This design comes from an exercise in tuning for small area and a short achievable clock period on the open sky130 flow, not from production work. RTL that was checked went through simulation tests only; none was proved equivalent to the original. Power is estimated from default activity; no workload was simulated.

==> module awstm, before the edit <==
module awstm(
        pps,
        tevt,
        evt,
        rst_n,
        clk
    );
    input pps;
    input [31:0] tevt;
    output [31:0] evt;
    input rst_n;
    input clk;
    reg r_pps;
    reg r_pps_lock;
    reg [14:0] r_k;           
    reg [26:0] r_td;
    reg [16:0] r_awstm;
    reg [30:0] r_tmev_next;
    reg [17:0] r_set_tmev;    
    reg [10:0] r_tcor;
    reg [7:0]  r_tcor_max;    
    wire evt_pps = pps & ~r_pps;
    assign evt = {r_set_tmev[17], 14'd0, r_set_tmev[16:0]};
    wire        low_zero = ~|r_td[18:0];
    wire [6:0]  a = (r_td[25:19] ^ {7{r_td[26]}}) + {6'd0, r_td[26] & low_zero};
    wire [6:0]  t1;
    wire [6:0]  t2;
    assign t1[6] = a[6];
    assign t1[5:0] = a[6:1] | a[5:0];
    assign t2[6] = t1[6];
    assign t2[5:0] = t1[6:1] ^ t1[5:0];
    wire [7:0]  tcm_next = {~(t1[1] & t1[2]), t2[0], t2[1], t2[2], t2[3], t2[4], t2[5], t2[6]};
    wire tcor_ge = r_tcor[10:3] >= r_tcor_max;
    wire tcor_eq = (r_tcor[10:3] == r_tcor_max) && (r_tcor[2:0] == 3'd0);
    wire k_to = r_k[14] & ~r_k[12] & ~r_k[9] & ~r_k[8] & ~r_k[7] & ~r_k[2] & ~r_k[1] & ~r_k[0];
    wire aws_wrap = r_awstm[16] & r_awstm[15] & r_awstm[10] & r_awstm[9] & r_awstm[7] &
                    (r_awstm[5] | (&r_awstm[4:0]));
    wire cor = ~aws_wrap & tcor_eq;
    wire [26:0] td_op = cor ? {{26{~r_td[26]}}, 1'b1} : (evt_pps ? {{12{r_k[14]}}, r_k} : 27'd0);
    wire [1:0]  aws_inc = tcor_eq ? (r_td[26] ? 2'd0 : 2'd2) : 2'd1;
    wire        tm_gt = (r_tmev_next > 31'd99999);
    wire        tm_hz = ~|r_tmev_next[30:17];
    wire        tm_ho = &r_tmev_next[30:17];
    wire [16:0] tm_l = r_tmev_next[16:0];
    wire        match = (tm_hz & ((tm_l == r_awstm) | ({1'b0, tm_l} + 18'd1 == {1'b0, r_awstm}))) |
                        (tm_ho & (&tm_l) & (r_awstm == 17'd0));
    wire [30:0] tm_op = tm_gt ? 31'h7ffe7961 : (match ? tevt[30:0] : 31'd0);
    always @(posedge clk or negedge rst_n) begin
        if (rst_n == 1'b0) begin
            r_pps <= 1'b0;
            r_pps_lock <= 1'b0;
            r_k <= 15'd9999;
            r_td <= 27'd0;
            r_tcor <= 11'd0;
            r_tcor_max <= 8'd128;
            r_awstm <= 17'd0;
            r_tmev_next <= 31'd0;
            r_set_tmev <= 18'd0;
        end else begin
            r_pps <= pps;
            r_tcor_max <= tcm_next;
            r_tcor <= tcor_ge ? 11'd0 : r_tcor + 11'd1;
            if (evt_pps) begin
                r_pps_lock <= 1'b1;
                r_k <= 15'd9999;
            end else if (k_to) begin
                r_pps_lock <= 1'b0;
                r_k <= 15'd4999;
            end else begin
                r_k <= r_k - 15'd1;
            end
            r_td <= r_td + td_op;
            r_awstm <= aws_wrap ? 17'd0 : r_awstm + {15'd0, aws_inc};
            if (match)
                r_set_tmev <= {r_pps_lock, r_awstm};
            r_tmev_next <= r_tmev_next + tm_op;
        end
    end
endmodule
==> flow/config.mk <==
export PLATFORM = sky130hd
export DESIGN_NAME = awstm
export DESIGN_NICKNAME = awstm
export VERILOG_FILES = /design/flow/design.v
export SDC_FILE = /design/flow/constraint.sdc
export NUM_CORES = 4
export LEC_CHECK = 0
export CAP_MARGIN = 20
export CORE_MARGIN = 2
export CORE_UTILIZATION = 40
export PLACE_DENSITY = 0.6
export SETUP_SLACK_MARGIN = 3.5
export SLEW_MARGIN = 20
==> flow/constraint.sdc <==
create_clock -name core_clock -period 6.0 [get_ports {clk}]
set_input_delay 1.2000 -clock core_clock [delete_from_list [all_inputs] [get_ports {clk}]]
set_output_delay 1.2000 -clock core_clock [all_outputs]
set_load 0.01 [all_outputs]
run.sh (not shown) runs the stock make flow with config.mk's settings and CLKGATE_MAP_FILE= SYNTH_SCRIPT=/design/flow/synth_recipe.tcl, a recipe that flattens the netlist after the stock synthesis.
Edit:
==> flow/design.v (replaced) <==
`timescale 1ns / 1ps
module awstm(
        pps,
        tevt,
        evt,
        rst_n,
        clk
    );
    input pps;
    input [31:0] tevt;
    output [31:0] evt;
    input rst_n;
    input clk;
    reg r_pps;
    reg r_pps_lock;
    reg [14:0] r_k;           
    reg [26:0] r_td;
    reg [16:0] r_awstm;
    reg [30:0] r_tmev_next;
    reg [17:0] r_set_tmev;    
    reg [10:0] r_tcor;
    reg [7:0]  r_tcor_max;    
    reg r_eq;                 
    reg r_wrap;               
    wire evt_pps = pps & ~r_pps;
    assign evt = {r_set_tmev[17], 14'd0, r_set_tmev[16:0]};
    wire        low_zero = ~|r_td[18:0];
    wire [6:0]  a = (r_td[25:19] ^ {7{r_td[26]}}) + {6'd0, r_td[26] & low_zero};
    wire [6:0]  t1;
    wire [6:0]  t2;
    assign t1[6] = a[6];
    assign t1[5:0] = a[6:1] | a[5:0];
    assign t2[6] = t1[6];
    assign t2[5:0] = t1[6:1] ^ t1[5:0];
    wire [7:0]  tcm_next = {~(t1[1] & t1[2]), t2[0], t2[1], t2[2], t2[3], t2[4], t2[5], t2[6]};
    wire tcor_ge = r_tcor[10:3] >= r_tcor_max;
    wire eq_next = ~tcor_ge & (&r_tcor[2:0]) & (r_tcor[10:3] + 8'd1 == tcm_next);
    wire k_to = r_k[14] & ~r_k[12] & ~r_k[9] & ~r_k[8] & ~r_k[7] & ~r_k[2] & ~r_k[1] & ~r_k[0];
    wire cor = ~r_wrap & r_eq;
    wire inc0 = r_eq & r_td[26];
    wire inc2 = r_eq & ~r_td[26];
    wire at_99998 = (&r_awstm[16:15]) & (&r_awstm[10:9]) & r_awstm[7] & (&r_awstm[4:1]);
    wire at_99997 = (&r_awstm[16:15]) & (&r_awstm[10:9]) & r_awstm[7] & (&r_awstm[4:2]) & r_awstm[0];
    wire wrap_next = ~r_wrap & ((at_99998 & ~inc0) | (at_99997 & inc2));
    wire [16:0] aws_next = r_wrap ? 17'd0 : (inc2 ? r_awstm + 17'd2 : (inc0 ? r_awstm : r_awstm + 17'd1));
    wire [26:0] td_pk = r_td + {{12{r_k[14]}}, r_k};
    wire [26:0] td_pm = r_td + {{26{~r_td[26]}}, 1'b1};
    wire [16:0] tm_l = r_tmev_next[16:0];
    wire        tm_hz = ~|r_tmev_next[30:17];
    wire        tm_ho = &r_tmev_next[30:17];
    wire        l_ones = &tm_l;
    wire [16:0] e = ~(tm_l ^ r_awstm);
    wire [16:0] q;
    assign q[16:0] = {e[16:1] ^ ~(r_awstm[15:0] | ~tm_l[15:0]), ~e[0]};
    wire        m_eq = tm_hz & (&e);
    wire        m_p1 = (&q) & (l_ones ? tm_ho : tm_hz);
    wire        match = m_eq | m_p1;
    wire        tm_gt = ~tm_hz | (tm_l > 17'd99999);
    wire [30:0] tm_sum = {tevt[30:17], 17'd0} + {14'd0, tm_l} + {14'd0, tevt[16:0]};
    wire [30:0] tm_sub = r_tmev_next - 31'd99999;
    wire [30:0] tm_keep = tm_gt ? tm_sub : r_tmev_next;
    always @(posedge clk or negedge rst_n) begin
        if (rst_n == 1'b0) begin
            r_pps <= 1'b0;
            r_pps_lock <= 1'b0;
            r_k <= 15'd9999;
            r_td <= 27'd0;
            r_tcor <= 11'd0;
            r_tcor_max <= 8'd128;
            r_eq <= 1'b0;
            r_wrap <= 1'b0;
            r_awstm <= 17'd0;
            r_tmev_next <= 31'd0;
            r_set_tmev <= 18'd0;
        end else begin
            r_pps <= pps;
            r_tcor_max <= tcm_next;
            r_tcor <= tcor_ge ? 11'd0 : r_tcor + 11'd1;
            r_eq <= eq_next;
            r_wrap <= wrap_next;
            if (evt_pps) begin
                r_pps_lock <= 1'b1;
                r_k <= 15'd9999;
            end else if (k_to) begin
                r_pps_lock <= 1'b0;
                r_k <= 15'd4999;
            end else begin
                r_k <= r_k - 15'd1;
            end
            if (cor)
                r_td <= td_pm;
            else if (evt_pps)
                r_td <= td_pk;
            r_awstm <= aws_next;
            if (match)
                r_set_tmev <= {r_pps_lock, r_awstm};
            r_tmev_next <= (match & ~tm_gt) ? tm_sum : tm_keep;
        end
    end
endmodule
What happened: Core utilization climbs by 3.8 points; sequential share of layout area went down by 4.1 points; final area climbs by 21%; non-clock buffer count rises by 79; register-to-register slack improved by 1.9 ns; total power increases by about 16%; synthesized cell count went up by 29%; die area is higher by about 14%; count of clock-buffer cells in the layout came out lower by 1; worst hold slack gets better by 0.0044 ns; global-route usage came out higher by 3.7 points; area after synthesis goes up by 14%.
Function not checked in the first run of this note: the RTL went through the layout flow alone.


== yarrow ==
awstm, a different RTL version from the one above (not shown whole).
For scale: about 1200 cells after synthesis, roughly 130 flip-flops, roughly 67 I/O pins.
==> module awstm, before the edit <==
module awstm(
        pps,
        tevt,
        evt,
        rst_n,
        clk
    );
    input pps;
    input [31:0] tevt;
    output [31:0] evt;
    input rst_n;
    input clk;
    reg r_pps;
    reg r_pps_lock;
    reg [14:0] r_k;           
    reg [26:0] r_td;
    reg [16:0] r_awstm;
    reg [30:0] r_tmev_next;
    reg [17:0] r_set_tmev;    
    reg [10:0] r_tcor;
    reg [7:0]  r_tcor_max;    
    wire evt_pps = pps & ~r_pps;
    assign evt = {r_set_tmev[17], 14'd0, r_set_tmev[16:0]};
    wire        low_zero = ~|r_td[18:0];
    wire [6:0]  a = (r_td[25:19] ^ {7{r_td[26]}}) + {6'd0, r_td[26] & low_zero};
    wire [6:0]  t1;
    wire [6:0]  t2;
    assign t1[6] = a[6];
    assign t1[5:0] = a[6:1] | a[5:0];
    assign t2[6] = t1[6];
    assign t2[5:0] = t1[6:1] ^ t1[5:0];
    wire [7:0]  tcm_next = {~(t1[1] & t1[2]), t2[0], t2[1], t2[2], t2[3], t2[4], t2[5], t2[6]};
    wire tcor_ge = r_tcor[10:3] >= r_tcor_max;
    wire [10:0] tcor_next = tcor_ge ? 11'd0 : r_tcor + 11'd1;
    wire cor_eq = (r_tcor == {r_tcor_max, 3'd0});
    wire k_to = r_k[14] & ~r_k[12] & ~r_k[9] & ~r_k[8] & ~r_k[7] & ~r_k[2] & ~r_k[1] & ~r_k[0];
    wire cor = ~aws_wrap & cor_eq;
    wire inc0 = cor_eq & r_td[26];
    wire inc2 = cor_eq & ~r_td[26];
    wire aws_wrap = (&r_awstm[16:15]) & (&r_awstm[10:9]) & r_awstm[7] & (r_awstm[5] | (&r_awstm[4:0]));
    wire [16:0] aws_next = aws_wrap ? 17'd0 : (inc2 ? r_awstm + 17'd2 : (inc0 ? r_awstm : r_awstm + 17'd1));
    wire [14:0] td_l = r_td[14:0];
    wire [11:0] td_h = r_td[26:15];
    wire [15:0] pk_l = {1'b0, td_l} + {1'b0, r_k};
    wire [11:0] td_h_p = td_h + 12'd1;
    wire [11:0] td_h_m = td_h - 12'd1;
    wire [11:0] pk_h = (r_k[14] == pk_l[15]) ? td_h : (pk_l[15] ? td_h_p : td_h_m);
    wire [14:0] pm_l = td_l + {{14{~r_td[26]}}, 1'b1};
    wire        pm_c = r_td[26] ? (&td_l) : ~|td_l;
    wire [11:0] pm_h = pm_c ? (r_td[26] ? td_h_p : td_h_m) : td_h;
    wire [26:0] td_pk = {pk_h, pk_l[14:0]};
    wire [26:0] td_pm = {pm_h, pm_l};
    wire [16:0] tm_l = r_tmev_next[16:0];
    wire        tm_hz = ~|r_tmev_next[30:17];
    wire        tm_ho = &r_tmev_next[30:17];
    wire        l_ones = &tm_l;
    wire [16:0] e = ~(tm_l ^ r_awstm);
    wire [16:0] q;
    assign q[16:0] = {e[16:1] ^ ~(r_awstm[15:0] | ~tm_l[15:0]), ~e[0]};
    wire        m_eq = tm_hz & (&e);
    wire        m_p1 = (&q) & (l_ones ? tm_ho : tm_hz);
    wire        match = m_eq | m_p1;
    wire        tm_gt = ~tm_hz | (tm_l > 17'd99999);
    wire [30:0] tm_sum = tevt[30:0] + {14'd0, tm_l};
    wire [30:0] tm_sub = r_tmev_next - 31'd99999;
    wire [30:0] tm_keep = tm_gt ? tm_sub : r_tmev_next;
    always @(posedge clk or negedge rst_n) begin
        if (rst_n == 1'b0) begin
            r_pps <= 1'b0;
            r_pps_lock <= 1'b0;
            r_k <= 15'd9999;
            r_td <= 27'd0;
            r_tcor <= 11'd0;
            r_tcor_max <= 8'd128;
            r_awstm <= 17'd0;
            r_tmev_next <= 31'd0;
            r_set_tmev <= 18'd0;
        end else begin
            r_pps <= pps;
            r_tcor_max <= tcm_next;
            r_tcor <= tcor_next;
            if (evt_pps) begin
                r_pps_lock <= 1'b1;
                r_k <= 15'd9999;
            end else if (k_to) begin
                r_pps_lock <= 1'b0;
                r_k <= 15'd4999;
            end else begin
                r_k <= r_k - 15'd1;
            end
            if (cor)
                r_td <= td_pm;
            else if (evt_pps)
                r_td <= td_pk;
            r_awstm <= aws_next;
            if (match)
                r_set_tmev <= {r_pps_lock, r_awstm};
            r_tmev_next <= (match & ~tm_gt) ? tm_sum : tm_keep;
        end
    end
endmodule
Settings: LEC_CHECK=0, CAP_MARGIN=20, CORE_MARGIN=2, CORE_UTILIZATION=40, CTS_BUF_LIST=sky130_fd_sc_hd__clkbuf_8, PLACE_DENSITY=0.6, SETUP_SLACK_MARGIN=2.8, SLEW_MARGIN=20; clock period 6.0 ns.
standard.sh (not shown) runs the stock make flow with config.mk's settings and CLKGATE_MAP_FILE= SYNTH_SCRIPT=/design/flow/synth_recipe.tcl, a recipe that flattens the netlist after the stock synthesis.
==> flow/flow/run.sh <==
#!/bin/bash
# Standard ORFS layout; the only change is the cell used to buffer the ports.
set -euo pipefail
bash standard.sh finish "BUFFER_PORTS_ARGS=-buffer_cell sky130_fd_sc_hd__buf_1" > make_finish.log 2>&1
yarrow ran to completion and came out clean on the timing, design-rule and antenna checks.
The inputs of violet differ from those of yarrow as listed below.
--- a/flow/design.v
+++ b/flow/design.v
@@ -21,4 +21,5 @@
     reg [10:0] r_tcor;
     reg [7:0]  r_tcor_max;    
+    reg r_wrap;               
     wire evt_pps = pps & ~r_pps;
     assign evt = {r_set_tmev[17], 14'd0, r_set_tmev[16:0]};
@@ -36,9 +37,11 @@
     wire cor_eq = (r_tcor == {r_tcor_max, 3'd0});
     wire k_to = r_k[14] & ~r_k[12] & ~r_k[9] & ~r_k[8] & ~r_k[7] & ~r_k[2] & ~r_k[1] & ~r_k[0];
-    wire cor = ~aws_wrap & cor_eq;
+    wire cor = ~r_wrap & cor_eq;
     wire inc0 = cor_eq & r_td[26];
     wire inc2 = cor_eq & ~r_td[26];
-    wire aws_wrap = (&r_awstm[16:15]) & (&r_awstm[10:9]) & r_awstm[7] & (r_awstm[5] | (&r_awstm[4:0]));
-    wire [16:0] aws_next = aws_wrap ? 17'd0 : (inc2 ? r_awstm + 17'd2 : (inc0 ? r_awstm : r_awstm + 17'd1));
+    wire at_99998 = (&r_awstm[16:15]) & (&r_awstm[10:9]) & r_awstm[7] & (&r_awstm[4:1]);
+    wire at_99997 = (&r_awstm[16:15]) & (&r_awstm[10:9]) & r_awstm[7] & (&r_awstm[4:2]) & r_awstm[0];
+    wire wrap_next = ~r_wrap & ((at_99998 & ~inc0) | (at_99997 & inc2));
+    wire [16:0] aws_next = r_wrap ? 17'd0 : (inc2 ? r_awstm + 17'd2 : (inc0 ? r_awstm : r_awstm + 17'd1));
     wire [14:0] td_l = r_td[14:0];
     wire [11:0] td_h = r_td[26:15];
@@ -74,4 +77,5 @@
             r_tcor <= 11'd0;
             r_tcor_max <= 8'd128;
+            r_wrap <= 1'b0;
             r_awstm <= 17'd0;
             r_tmev_next <= 31'd0;
@@ -81,4 +85,5 @@
             r_tcor_max <= tcm_next;
             r_tcor <= tcor_next;
+            r_wrap <= wrap_next;
             if (evt_pps) begin
                 r_pps_lock <= 1'b1;
Notes after the runs:
When the final numbers for violet and yarrow were put side by side, the hold slack turned out to be smaller in yarrow. violet vs yarrow — total of cells resized after clock tree synthesis dropped 1. Setup slack: violet less than yarrow. The register bit total from synthesis number comes out higher for violet vs yarrow. Higher fmax among violet and yarrow: yarrow. When violet is set beside yarrow, its overall via count from detail_route turns out to be 429 smaller. Compared with yarrow, violet shows a wire length after detailed routing that is 3.9% lower. Sort violet and yarrow by global routing met2 resource utilization, ascending, and yarrow comes first.
Function not checked in violet: the RTL went through the layout flow alone.

re-timing with driven ports:
Ports are ideal in the flow. The routed layouts listed here were re-timed in OpenROAD. Step 1 (the two cells are an assumption about what drives the block):
set clk [get_ports {clk}]
set_driving_cell -lib_cell sky130_fd_sc_hd__clkbuf_16 $clk
set_driving_cell -lib_cell sky130_fd_sc_hd__buf_2 [delete_from_list [all_inputs] $clk]
Step 2 times the ports against the registers' clock, not the clock port: input delays grow and output delays shrink by t, the midpoint of the rising clock arrivals with the driver on. Slacks: ideal / step 1 / step 2; pairs: ideal / step 1.
| run | shift t [ns] | setup slack, ns | worst hold slack (ns) | clock arrival spread, ns | cell pins on the clock port's net |
|---|---|---|---|---|---|
| the first run of note 1 | 0.466 | 0.946 / 0.946 / 0.946 | 0.458 / 0.458 / 0.458 | 0.013 / 0.013 | 1 |
| the second run of note 1 | 0.473 | 2.859 / 2.859 / 2.530 | 0.462 / 0.462 / 0.462 | 0.019 / 0.019 | 1 |
| yarrow | 0.495 | 2.943 / 2.949 / 2.460 | 0.468 / 0.468 / 0.468 | 0.015 / 0.015 | 1 |
| violet | 0.501 | 2.842 / 2.857 / 2.356 | 0.474 / 0.474 / 0.474 | 0.016 / 0.016 | 1 |
After both steps setup and hold are still met in every run listed. The setup slack of violet, which loses most, moves by +0.015 ns with the drivers and by -0.486 ns with both steps.
